This design comes from an exercise in tuning for small area, a short achievable clock period and few clock cycles on the open sky130 flow, not from production work. In this exercise RTL edits were held to simulation tests only and were not proved equivalent to the original. No driver is modelled on the clock port, so clock power and skew are understated where the tree is cut down; a real chip needs a root buffer or a tree. No activity file was given, so power comes from the tool's default toggle rates.

==> module S_Axi_Lite, before the edit <==
module S_Axi_Lite #(
    parameter integer P_S_AXI_DATA_WIDTH = 32,
    parameter integer P_S_AXI_ADDR_WIDTH = 4
)
(
    input  wire                                S_AXI_ACLK,
    input  wire                                S_AXI_ARESETN,
    input  wire [P_S_AXI_ADDR_WIDTH-1 : 0]     S_AXI_AWADDR,
    input  wire [2 : 0]                        S_AXI_AWPROT,
    input  wire                                S_AXI_AWVALID,
    output wire                                S_AXI_AWREADY,
    input  wire [P_S_AXI_DATA_WIDTH-1 : 0]     S_AXI_WDATA,
    input  wire [(P_S_AXI_DATA_WIDTH/8)-1 : 0] S_AXI_WSTRB,
    input  wire                                S_AXI_WVALID,
    output wire                                S_AXI_WREADY,
    output wire [1 : 0]                        S_AXI_BRESP,
    output wire                                S_AXI_BVALID,
    input  wire                                S_AXI_BREADY,
    input  wire [P_S_AXI_ADDR_WIDTH-1 : 0]     S_AXI_ARADDR,
    input  wire [2 : 0]                        S_AXI_ARPROT,
    input  wire                                S_AXI_ARVALID,
    output wire                                S_AXI_ARREADY,
    output wire [P_S_AXI_DATA_WIDTH-1 : 0]     S_AXI_RDATA,
    output wire [1 : 0]                        S_AXI_RRESP,
    output wire                                S_AXI_RVALID,
    input  wire                                S_AXI_RREADY
);
localparam integer DW = P_S_AXI_DATA_WIDTH;
reg       wq_v0;
reg [1:0] wq_a0, wq_a1;
reg       r_bvalid, b2;
reg       r_awready, r_wready;
wire wq_v1 = ~r_awready;
wire aw_hs = S_AXI_AWVALID & r_awready;
wire w_hs  = S_AXI_WVALID  & r_wready;
wire b_hs  = r_bvalid      & S_AXI_BREADY;
wire wq_v0_n = wq_v1 | aw_hs | (wq_v0 & ~w_hs);
wire wq_v1_n = ~w_hs & (wq_v1 | (aw_hs & wq_v0));
wire b1_n    = b2 | w_hs | (r_bvalid & ~b_hs);
wire b2_n    = ~b_hs & (b2 | (r_bvalid & w_hs));
always @(posedge S_AXI_ACLK) begin
    if (~S_AXI_ARESETN) begin
        wq_v0     <= 1'b0;
        r_awready <= 1'b1;
        r_wready  <= 1'b0;
        r_bvalid  <= 1'b0;
        b2        <= 1'b0;
    end else begin
        wq_v0     <= wq_v0_n;
        r_awready <= ~wq_v1_n;
        r_wready  <= wq_v0_n & ~b2_n;
        r_bvalid  <= b1_n;
        b2        <= b2_n;
    end
end
always @(posedge S_AXI_ACLK) begin
    if (r_awready)
        wq_a1 <= S_AXI_AWADDR[1:0];
    if (~wq_v0 | w_hs)
        wq_a0 <= wq_v1 ? wq_a1 : S_AXI_AWADDR[1:0];
end
reg [DW-1:0] r_reg0, r_reg1, r_reg2, r_reg3;
reg [3:0]    rv;
wire [3:0] we = {4{w_hs}} & {wq_a0 == 2'd3, wq_a0 == 2'd2, wq_a0 == 2'd1, wq_a0 == 2'd0};
always @(posedge S_AXI_ACLK) begin
    if (~S_AXI_ARESETN)
        rv <= 4'd0;
    else
        rv <= rv | we;
end
always @(posedge S_AXI_ACLK) begin
    if (we[0]) r_reg0 <= S_AXI_WDATA;
    if (we[1]) r_reg1 <= S_AXI_WDATA;
    if (we[2]) r_reg2 <= S_AXI_WDATA;
    if (we[3]) r_reg3 <= S_AXI_WDATA;
end
reg       rq_v0;
reg [1:0] rq_a0, rq_a1;
reg       r_arready, r_rvalid;
reg [DW-1:0] r_rdata;
wire rq_v1 = ~r_arready;
wire ar_hs = S_AXI_ARVALID & r_arready;
wire r_adv = ~r_rvalid | S_AXI_RREADY;    
wire r_mv  = rq_v0 & r_adv;
wire rq_v0_n = rq_v1 | ar_hs | (rq_v0 & ~r_mv);
wire rq_v1_n = ~r_mv & (rq_v1 | (ar_hs & rq_v0));
always @(posedge S_AXI_ACLK) begin
    if (~S_AXI_ARESETN) begin
        rq_v0     <= 1'b0;
        r_arready <= 1'b1;
        r_rvalid  <= 1'b0;
    end else begin
        rq_v0     <= rq_v0_n;
        r_arready <= ~rq_v1_n;
        r_rvalid  <= r_mv | ~r_adv;
    end
end
always @(posedge S_AXI_ACLK) begin
    if (r_arready)
        rq_a1 <= S_AXI_ARADDR[1:0];
    if (~rq_v0 | r_mv)
        rq_a0 <= rq_v1 ? rq_a1 : S_AXI_ARADDR[1:0];
end
wire [3:0] rsel = rv & {rq_a0 == 2'd3, rq_a0 == 2'd2, rq_a0 == 2'd1, rq_a0 == 2'd0};
wire [3:0] rld  = rsel & {4{r_adv}};
wire       rhld = ~r_adv;
always @(posedge S_AXI_ACLK) begin
    r_rdata <= ({DW{rld[0]}} & r_reg0) | ({DW{rld[1]}} & r_reg1) |
               ({DW{rld[2]}} & r_reg2) | ({DW{rld[3]}} & r_reg3) |
               ({DW{rhld}}   & r_rdata);
end
assign S_AXI_AWREADY = r_awready;
assign S_AXI_WREADY  = r_wready;
assign S_AXI_BVALID  = r_bvalid;
assign S_AXI_BRESP   = 2'b00;
assign S_AXI_ARREADY = r_arready;
assign S_AXI_RVALID  = r_rvalid;
assign S_AXI_RDATA   = r_rdata;
assign S_AXI_RRESP   = 2'b00;
endmodule
==> flow/config.mk <==
export PLATFORM = sky130hd
export DESIGN_NAME = S_Axi_Lite
export DESIGN_NICKNAME = S_Axi_Lite
export VERILOG_FILES = /design/flow/design.v
export SDC_FILE = /design/flow/constraint.sdc
export NUM_CORES = 4
export LEC_CHECK = 0
export CAP_MARGIN = 20
export CORE_MARGIN = 2
export CORE_UTILIZATION = 60
export SETUP_SLACK_MARGIN = 2.35
export SLEW_MARGIN = 20
==> flow/constraint.sdc <==
create_clock -name core_clock -period 4.0 [get_ports {S_AXI_ACLK}]
set_input_delay 0.8000 -clock core_clock [delete_from_list [all_inputs] [get_ports {S_AXI_ACLK}]]
set_output_delay 0.8000 -clock core_clock [all_outputs]
set_load 0.01 [all_outputs]
standard.sh (not shown) runs the stock make flow with config.mk's settings and CLKGATE_MAP_FILE= SYNTH_SCRIPT=/design/flow/synth_recipe.tcl, a recipe that flattens the netlist after the stock synthesis.
==> flow/flow/run.sh <==
#!/bin/bash
# Own layout flow: the standard synthesis (standard.sh synth, unchanged),
# then the gates between the registers re-mapped for area (remap.sh; registers
# untouched, equivalence checked), then the standard layout steps with
# minimum-size port buffers and a two-level clock tree: the clock port drives
# four clkbuf_16, which drive eight clkbuf_16, each feeding one placement
# cluster of registers (mytree.tcl).
set -euo pipefail
W=$PWD
F=$W/flow
R=$W/orfs/results/sky130hd/S_Axi_Lite/base
mkdir -p "$W/remap"
bash standard.sh synth > "$W/synth.log" 2>&1
cp "$R/1_2_yosys.v" "$W/remap/std_synth.v"
bash "$F/remap.sh" "$W/remap/std_synth.v" "$W/remap/remapped.v" "$W/remap" > "$W/remap.log" 2>&1
cp "$W/remap/remapped.v" "$R/1_2_yosys.v"
rm -f "$R/1_synth.odb" "$R/1_synth.sdc"
export BUFFER_PORTS_ARGS="-buffer_cell sky130_fd_sc_hd__buf_1"
export PRE_CTS_TCL="$F/pre_cts.tcl"
bash standard.sh > "$W/layout.log" 2>&1
Other scripts of this flow, unchanged in this note and not shown: flow/flow/mytree.tcl, flow/flow/pre_cts.tcl, flow/flow/remap.sh, flow/flow/scripts.abc
Testbench counts at the start, summed over its fixed seeds: cycles 784.
Change:
--- a/flow/design.v
+++ b/flow/design.v
@@ -26,9 +26,10 @@
     input  wire                                S_AXI_RREADY
 );
 localparam integer DW = P_S_AXI_DATA_WIDTH;
 reg       wq_v0;
-reg [1:0] wq_a0, wq_a1;
+reg [3:0] wq_h0;
+reg [1:0] wq_a1;
 reg       r_bvalid, b2;
 reg       r_awready, r_wready;
 wire wq_v1 = ~r_awready;
 wire aw_hs = S_AXI_AWVALID & r_awready;
@@ -37,8 +38,9 @@
 wire wq_v0_n = wq_v1 | aw_hs | (wq_v0 & ~w_hs);
 wire wq_v1_n = ~w_hs & (wq_v1 | (aw_hs & wq_v0));
 wire b1_n    = b2 | w_hs | (r_bvalid & ~b_hs);
 wire b2_n    = ~b_hs & (b2 | (r_bvalid & w_hs));
+wire wq_ld   = ~wq_v0 | w_hs;              
 always @(posedge S_AXI_ACLK) begin
     if (~S_AXI_ARESETN) begin
         wq_v0     <= 1'b0;
         r_awready <= 1'b1;
@@ -55,14 +57,14 @@
 end
 always @(posedge S_AXI_ACLK) begin
     if (r_awready)
         wq_a1 <= S_AXI_AWADDR[1:0];
-    if (~wq_v0 | w_hs)
-        wq_a0 <= wq_v1 ? wq_a1 : S_AXI_AWADDR[1:0];
+    wq_h0 <= ({4{wq_ld}} & (4'b0001 << (wq_v1 ? wq_a1 : S_AXI_AWADDR[1:0]))) |
+             ({4{~wq_ld}} & wq_h0);
 end
 reg [DW-1:0] r_reg0, r_reg1, r_reg2, r_reg3;
 reg [3:0]    rv;
-wire [3:0] we = {4{w_hs}} & {wq_a0 == 2'd3, wq_a0 == 2'd2, wq_a0 == 2'd1, wq_a0 == 2'd0};
+wire [3:0] we = {4{w_hs}} & wq_h0;
 always @(posedge S_AXI_ACLK) begin
     if (~S_AXI_ARESETN)
         rv <= 4'd0;
     else
@@ -74,17 +76,19 @@
     if (we[2]) r_reg2 <= S_AXI_WDATA;
     if (we[3]) r_reg3 <= S_AXI_WDATA;
 end
 reg       rq_v0;
-reg [1:0] rq_a0, rq_a1;
+reg [3:0] rq_h0;                           
+reg [1:0] rq_a1;
 reg       r_arready, r_rvalid;
 reg [DW-1:0] r_rdata;
 wire rq_v1 = ~r_arready;
 wire ar_hs = S_AXI_ARVALID & r_arready;
 wire r_adv = ~r_rvalid | S_AXI_RREADY;    
 wire r_mv  = rq_v0 & r_adv;
 wire rq_v0_n = rq_v1 | ar_hs | (rq_v0 & ~r_mv);
 wire rq_v1_n = ~r_mv & (rq_v1 | (ar_hs & rq_v0));
+wire rq_ld   = ~rq_v0 | r_mv;              
 always @(posedge S_AXI_ACLK) begin
     if (~S_AXI_ARESETN) begin
         rq_v0     <= 1'b0;
         r_arready <= 1'b1;
@@ -97,12 +101,12 @@
 end
 always @(posedge S_AXI_ACLK) begin
     if (r_arready)
         rq_a1 <= S_AXI_ARADDR[1:0];
-    if (~rq_v0 | r_mv)
-        rq_a0 <= rq_v1 ? rq_a1 : S_AXI_ARADDR[1:0];
+    rq_h0 <= ({4{rq_ld}} & (4'b0001 << (rq_v1 ? rq_a1 : S_AXI_ARADDR[1:0]))) |
+             ({4{~rq_ld}} & rq_h0);
 end
-wire [3:0] rsel = rv & {rq_a0 == 2'd3, rq_a0 == 2'd2, rq_a0 == 2'd1, rq_a0 == 2'd0};
+wire [3:0] rsel = rv & rq_h0;
 wire [3:0] rld  = rsel & {4{r_adv}};
 wire       rhld = ~r_adv;
 always @(posedge S_AXI_ACLK) begin
     r_rdata <= ({DW{rld[0]}} & r_reg0) | ({DW{rld[1]}} & r_reg1) |
Result: The changed run produced a clean layout; total power goes up by 4.0%; synthesized area came out higher by 2.9%; die area increases by about 2.8%; sequential share of layout area is higher by 2.7 points; design area falls by about 1.6%; clock power hardly moves; routed wire length rose by about 1.4%; worst setup slack is better by 0.059 ns; critical path depth came out lower by 5.
Testbench counts after the change, summed over its fixed seeds: cycles 784.
No run of this note takes its clock network from TritonCTS; it comes from the design's own scripts or RTL.

## what the ideal ports hide
Ports are ideal in the flow. The routed layouts listed here were re-timed in OpenROAD.
Step 1 (the two cells are an assumption about what drives the block):
set clk [get_ports {S_AXI_ACLK}]
set_driving_cell -lib_cell sky130_fd_sc_hd__clkbuf_16 $clk
set_driving_cell -lib_cell sky130_fd_sc_hd__buf_2 [delete_from_list [all_inputs] $clk]
Step 2 also shifts input and output timing later by t, the mid clock arrival at the registers, as if the neighbouring blocks saw the same clock.
Three values: ideal, step 1, step 2; two values: the first two.
| run | shift t [ns] | setup WS [ns] | latest minus earliest clock arrival (ns) |
|---|---|---|---|
| the first run | 0.368 | 2.330 / 2.298 / 2.005 | 0.050 / 0.050 |
| the second run | 0.367 | 2.389 / 2.302 / 2.099 | 0.029 / 0.030 |
After both steps setup and hold are still met in every run listed. The setup slack of the first run, which loses most, moves by -0.032 ns with the drivers and by -0.325 ns with both steps.
